Background: an optimization exercise with open tools, aiming at small area. Do not read the settings as production practice.
Only simulation tests tie the RTL to the original design; equivalence was not proved.
No driver is modelled on the clock port, so clocking that relies on it looks cheaper here than on a real chip.

==> flow/design.v (excerpt) <==
module avalon_uart (
    input               clk,
    input               rst,
    input               avn_read,
    input               avn_write,
    input [4:0]         avn_address,
    input [31:0]        avn_writedata,
    output reg [31:0]   avn_readdata,
    output              avn_waitrequest,
    output              int_txwm,
    output              int_rxwm,
    output              uart_txd,
    input               uart_rxd
);
Size: roughly 820 cells after synthesis, about 78 I/O pins, ~0.0098 mm^2 of cells after synthesis.
==> module uart_baud, before the edit <==
module uart_baud #(
    parameter SAMPLE = 1
) (
    input           clk,
    input [15:0]    cfg_div,
    input           baud_clear,
    output reg      baud_tick,
    output reg      baud_sample
);
    localparam [15:0] MASK16 = 16'hAAAA;
    localparam [11:0] MASK12 = 12'hAAA;
    reg [15:0]      baud_cnt_q;
    logic [15:0]    baud_cnt;
    logic           baud_cnt_fire;
    logic [15:0]    div;
    assign baud_cnt = baud_cnt_q ^ MASK16;
    assign div = cfg_div + 1'b1;
    assign baud_cnt_fire = baud_cnt == 16'd0;
    always @(posedge clk) begin
        if (baud_cnt_fire || baud_clear) baud_cnt_q <= div ^ MASK16;
        else baud_cnt_q <= (baud_cnt - 1'b1) ^ MASK16;
        baud_tick <= baud_cnt_fire;
    end
    generate
        if (SAMPLE) begin: sample_logic
            reg [11:0]  sample_cnt_q;
            logic [11:0] sample_cnt;
            logic       sample_cnt_fire;
            assign sample_cnt = sample_cnt_q ^ MASK12;
            assign sample_cnt_fire = sample_cnt == 12'd0;
            always @(posedge clk) begin
                if (sample_cnt_fire || baud_clear) sample_cnt_q <= div[15:4] ^ MASK12;
                else sample_cnt_q <= (sample_cnt - 1'b1) ^ MASK12;
                baud_sample <= sample_cnt_fire;
            end
        end
        else begin: no_sample_logic
            always @* baud_sample = 1'b0;
        end
    endgenerate
endmodule
==> module avalon_uart, before the edit <==
module avalon_uart (
    input               clk,
    input               rst,
    input               avn_read,
    input               avn_write,
    input [4:0]         avn_address,
    input [31:0]        avn_writedata,
    output reg [31:0]   avn_readdata,
    output              avn_waitrequest,
    output              int_txwm,
    output              int_rxwm,
    output              uart_txd,
    input               uart_rxd
);
    logic           rx_valid;
    logic [7:0]     rx_data;
    logic           txfifo_push;
    logic           txfifo_pop;
    logic [7:0]     txfifo_dout;
    logic           txfifo_full;
    logic           txfifo_empty;
    logic [3:0]     txfifo_entry;
    logic           rxfifo_pop;
    logic [7:0]     rxfifo_dout;
    logic           rxfifo_full;
    logic           rxfifo_empty;
    logic [3:0]     rxfifo_entry;
    reg             txdata_valid;
    reg             txdata_full;
    reg [7:0]       txdata_data;
    reg [2:0]       txctrl_txcnt;
    reg             txctrl_nstop;
    reg             txctrl_txen;
    reg [2:0]       rxctrl_rxcnt;
    reg             rxctrl_rxen;
    reg             ie_rxwm;
    reg             ie_txwm;
    reg             ip_rxwm;
    reg             ip_txwm;
    reg [15:0]      div_q;           
    logic [15:0]    div_div;
    reg [2:0]       rd_sel;
    reg             rd_flag;
    logic           addr_ok;
    logic           txdata_write;
    logic           txctrl_write;
    logic           rxctrl_write;
    logic           ie_write;
    logic           div_write;
    localparam [15:0] DIV_MASK = 16'hFFFF;
    assign div_div = div_q ^ DIV_MASK;
    assign addr_ok = (avn_address[1:0] == 2'b00) & (avn_address[4:2] != 3'd7);
    assign txdata_write = avn_write & (avn_address == 5'h00);
    assign txctrl_write = avn_write & (avn_address == 5'h08);
    assign rxctrl_write = avn_write & (avn_address == 5'h0C);
    assign ie_write     = avn_write & (avn_address == 5'h10);
    assign div_write    = avn_write & (avn_address == 5'h18);
    always @(posedge clk) begin
        if (rst) begin
            txdata_data <= 8'b0;
            txctrl_txcnt <= 3'b0;
            txctrl_nstop <= 1'b0;
            txctrl_txen <= 1'b0;
            rxctrl_rxcnt <= 3'b0;
            rxctrl_rxen <= 1'b0;
            ie_rxwm <= 1'b0;
            ie_txwm <= 1'b0;
            div_q <= DIV_MASK;
        end
        else begin
        if (txdata_write) begin
            txdata_data <= avn_writedata[7:0];
        end
        if (txctrl_write) begin
            txctrl_txcnt <= avn_writedata[18:16];
            txctrl_nstop <= avn_writedata[1];
            txctrl_txen <= avn_writedata[0];
        end
        if (rxctrl_write) begin
            rxctrl_rxcnt <= avn_writedata[18:16];
            rxctrl_rxen <= avn_writedata[0];
        end
        if (ie_write) begin
            ie_rxwm <= avn_writedata[1];
            ie_txwm <= avn_writedata[0];
        end
        if (div_write) begin
            div_q <= avn_writedata[15:0] ^ DIV_MASK;
        end
        end
    end
    always @(posedge clk) begin
        txdata_full <= txfifo_full;
        ip_rxwm <= (rxfifo_entry > {1'b0, rxctrl_rxcnt}) & ie_rxwm;
        ip_txwm <= (txfifo_entry < {1'b0, txctrl_txcnt}) & ie_txwm;
    end
    always @(posedge clk) begin
        txdata_valid <= txdata_write;
    end
    always @(posedge clk) begin
        if (addr_ok & (avn_address[4:2] == 3'd5)) begin
            rd_sel  <= {1'b1, ip_rxwm, 1'b1};
            rd_flag <= ip_txwm;
        end
        else begin
            rd_sel  <= addr_ok ? avn_address[4:2] : 3'd0;
            rd_flag <= (avn_address == 5'h04) ? rxfifo_empty : txdata_full;
        end
    end
    always @* begin
        avn_readdata = 32'b0;
        case (rd_sel)
        3'd0: begin
            avn_readdata[31] = rd_flag;
            avn_readdata[7:0] = txdata_data;
        end
        3'd1: begin
            avn_readdata[31] = rd_flag;
            avn_readdata[7:0] = rxfifo_dout;
        end
        3'd2: begin
            avn_readdata[18:16] = txctrl_txcnt;
            avn_readdata[1:0] = {txctrl_nstop, txctrl_txen};
        end
        3'd3: begin
            avn_readdata[18:16] = rxctrl_rxcnt;
            avn_readdata[0] = rxctrl_rxen;
        end
        3'd4: avn_readdata[1:0] = {ie_rxwm, ie_txwm};
        3'd6: avn_readdata[15:0] = div_div;
        default: avn_readdata[1:0] = {rd_sel[1], rd_flag};
        endcase
    end
    assign avn_waitrequest = 1'b0;
    assign int_txwm = ip_txwm;
    assign int_rxwm = ip_rxwm;
    assign txfifo_push = txdata_valid;
    assign rxfifo_pop  = (avn_address == 5'h04) & avn_read;
    uart_tx u_uart_tx (
        .clk        (clk),
        .rst        (rst),
        .cfg_div    (div_div),
        .cfg_txen   (txctrl_txen),
        .cfg_nstop  (txctrl_nstop),
        .fifo_empty (txfifo_empty),
        .fifo_head  (txfifo_dout),
        .fifo_pop   (txfifo_pop),
        .uart_txd   (uart_txd)
    );
    uart_rx u_uart_rx (
        .clk        (clk),
        .rst        (rst),
        .cfg_div    (div_div),
        .cfg_rxen   (rxctrl_rxen),
        .cfg_nstop  (txctrl_nstop),
        .rx_valid   (rx_valid),
        .rx_data    (rx_data),
        .uart_rxd   (uart_rxd)
    );
    uart_fifo #(.HEAD_AT_COUNT(0)) u_tx_fifo (
        .rst    (rst),
        .clk    (clk),
        .push   (txfifo_push),
        .pop    (txfifo_pop),
        .din    (txdata_data),
        .dout   (txfifo_dout),
        .full   (txfifo_full),
        .empty  (txfifo_empty),
        .entry  (txfifo_entry)
    );
    uart_fifo #(.HEAD_AT_COUNT(1)) u_rx_fifo (
        .rst    (rst),
        .clk    (clk),
        .push   (rx_valid),
        .pop    (rxfifo_pop),
        .din    (rx_data),
        .dout   (rxfifo_dout),
        .full   (rxfifo_full),
        .empty  (rxfifo_empty),
        .entry  (rxfifo_entry)
    );
endmodule
export LEC_CHECK = 0
export CAP_MARGIN = 20
export CORE_MARGIN = 2
export CORE_UTILIZATION = 40
export SLEW_MARGIN = 20
create_clock -name core_clock -period 5.0 [get_ports {clk}]
standard.sh (not shown) runs the stock make flow with config.mk's settings and CLKGATE_MAP_FILE= SYNTH_SCRIPT=/design/flow/synth_recipe.tcl, a recipe that flattens the netlist after the stock synthesis.
==> flow/flow/run.sh <==
#!/bin/bash
# The standard ORFS layout with these changes:
# - no hard adder cells before ABC (ADDER_MAP_FILE empty), so ABC maps
#   the counters and comparators with the rest of the logic;
# - ABC maps the logic for area (flow/abc_area_map.script: fraig, dc2,
#   dch, amap) instead of ORFS's speed script; registers are mapped
#   before ABC, so they are the standard synthesis's;
# - clock tree synthesis adds no dummy loads and builds clusters of
#   clkbuf_8, then flow/clock_buffer_sizing.tcl downsizes clock buffers
#   that have slew to spare;
# - ports are buffered with buf_1.
# Each ORFS step keeps its own log under orfs/logs; standard.log has
# make's output.
set -euo pipefail
here=$(pwd)
rm -rf "$here/scripts"
cp -r "$FLOW_HOME/scripts" "$here/scripts"
cp "$here/flow/abc_area_map.script" "$here/scripts/abc_area_map.script"
sed -i 's#/abc_speed.script#/abc_area_map.script#' "$here/scripts/synth_preamble.tcl"
grep -q abc_area_map.script "$here/scripts/synth_preamble.tcl"
sed -i "s#^log_cmd clock_tree_synthesis {\*}\$cts_args\$#&\nsource $here/flow/clock_buffer_sizing.tcl#" "$here/scripts/cts.tcl"
grep -q clock_buffer_sizing.tcl "$here/scripts/cts.tcl"
export SCRIPTS_DIR="$here/scripts"
export ADDER_MAP_FILE=
export CTS_ARGS="-sink_clustering_enable -repair_clock_nets -dont_use_dummy_load -buf_list sky130_fd_sc_hd__clkbuf_8 -sink_clustering_size 16 -sink_clustering_max_diameter 60"
export CLK_BUF_MAX_SLEW=0.100
export BUFFER_PORTS_ARGS="-buffer_cell sky130_fd_sc_hd__buf_1"
bash standard.sh > standard.log 2>&1
Other scripts of this flow, unchanged in this note and not shown: flow/flow/abc_area_map.script, flow/flow/clock_buffer_sizing.tcl
The baseline went through all stages and came out clean.
Rerun with:
--- a/flow/design.v
+++ b/flow/design.v
@@ -44,32 +44,26 @@
     input           baud_clear,
     output reg      baud_tick,
     output reg      baud_sample
 );
-    localparam [15:0] MASK16 = 16'hAAAA;
-    localparam [11:0] MASK12 = 12'hAAA;
-    reg [15:0]      baud_cnt_q;
-    logic [15:0]    baud_cnt;
+    reg [15:0]      baud_cnt;
     logic           baud_cnt_fire;
     logic [15:0]    div;
-    assign baud_cnt = baud_cnt_q ^ MASK16;
     assign div = cfg_div + 1'b1;
     assign baud_cnt_fire = baud_cnt == 16'd0;
     always @(posedge clk) begin
-        if (baud_cnt_fire || baud_clear) baud_cnt_q <= div ^ MASK16;
-        else baud_cnt_q <= (baud_cnt - 1'b1) ^ MASK16;
+        if (baud_cnt_fire || baud_clear) baud_cnt <= div;
+        else baud_cnt <= baud_cnt - 1'b1;
         baud_tick <= baud_cnt_fire;
     end
     generate
         if (SAMPLE) begin: sample_logic
-            reg [11:0]  sample_cnt_q;
-            logic [11:0] sample_cnt;
+            reg [11:0]  sample_cnt;
             logic       sample_cnt_fire;
-            assign sample_cnt = sample_cnt_q ^ MASK12;
             assign sample_cnt_fire = sample_cnt == 12'd0;
             always @(posedge clk) begin
-                if (sample_cnt_fire || baud_clear) sample_cnt_q <= div[15:4] ^ MASK12;
-                else sample_cnt_q <= (sample_cnt - 1'b1) ^ MASK12;
+                if (sample_cnt_fire || baud_clear) sample_cnt <= div[15:4];
+                else sample_cnt <= sample_cnt - 1'b1;
                 baud_sample <= sample_cnt_fire;
             end
         end
         else begin: no_sample_logic
@@ -261,20 +255,17 @@
     reg             ie_rxwm;
     reg             ie_txwm;
     reg             ip_rxwm;
     reg             ip_txwm;
-    reg [15:0]      div_q;           
-    logic [15:0]    div_div;
+    reg [15:0]      div_div;
     reg [2:0]       rd_sel;
     reg             rd_flag;
     logic           addr_ok;
     logic           txdata_write;
     logic           txctrl_write;
     logic           rxctrl_write;
     logic           ie_write;
     logic           div_write;
-    localparam [15:0] DIV_MASK = 16'hFFFF;
-    assign div_div = div_q ^ DIV_MASK;
     assign addr_ok = (avn_address[1:0] == 2'b00) & (avn_address[4:2] != 3'd7);
     assign txdata_write = avn_write & (avn_address == 5'h00);
     assign txctrl_write = avn_write & (avn_address == 5'h08);
     assign rxctrl_write = avn_write & (avn_address == 5'h0C);
@@ -289,9 +280,9 @@
             rxctrl_rxcnt <= 3'b0;
             rxctrl_rxen <= 1'b0;
             ie_rxwm <= 1'b0;
             ie_txwm <= 1'b0;
-            div_q <= DIV_MASK;
+            div_div <= 16'b0;
         end
         else begin
         if (txdata_write) begin
             txdata_data <= avn_writedata[7:0];
@@ -309,9 +300,9 @@
             ie_rxwm <= avn_writedata[1];
             ie_txwm <= avn_writedata[0];
         end
         if (div_write) begin
-            div_q <= avn_writedata[15:0] ^ DIV_MASK;
+            div_div <= avn_writedata[15:0];
         end
         end
     end
     always @(posedge clk) begin
Critical path depth came out higher by 22; clock skew came out lower by 0.011 ns; non-clock buffer count stays the same; clock-buffer cell count came out higher by 2; wire length came out lower by a few percent.

## afterwards: timing with drivers on the ports
No port has a modelled driver above. Below, the same layouts with a new extraction and two added sets of constraints.
Step 1: set_driving_cell puts a clkbuf_16 on clk and a buf_2 on each other input, an assumption about the parent block.
Step 2 moves the port delays by t, midway between the first and last clock arrival at a register: inputs arrive t later, outputs are due t later. That takes back most of the time a late clock gives input paths.
Three values: no drivers, after step 1, after step 2; two values: the first two.
run | t (ns) | setup WS [ns] | worst setup path after step 2 | clock arrival spread, ns | slew at the worst register clock pin (ns)
the first run | 0.587 | 1.286 / 1.246 / 1.373 | register to register | 0.073 / 0.072 | 0.10 / 0.10
the second run | 0.592 | 0.766 / 0.766 / 0.766 | register to register | 0.074 / 0.074 | 0.10 / 0.10
After both steps setup and hold are still met in every run listed.
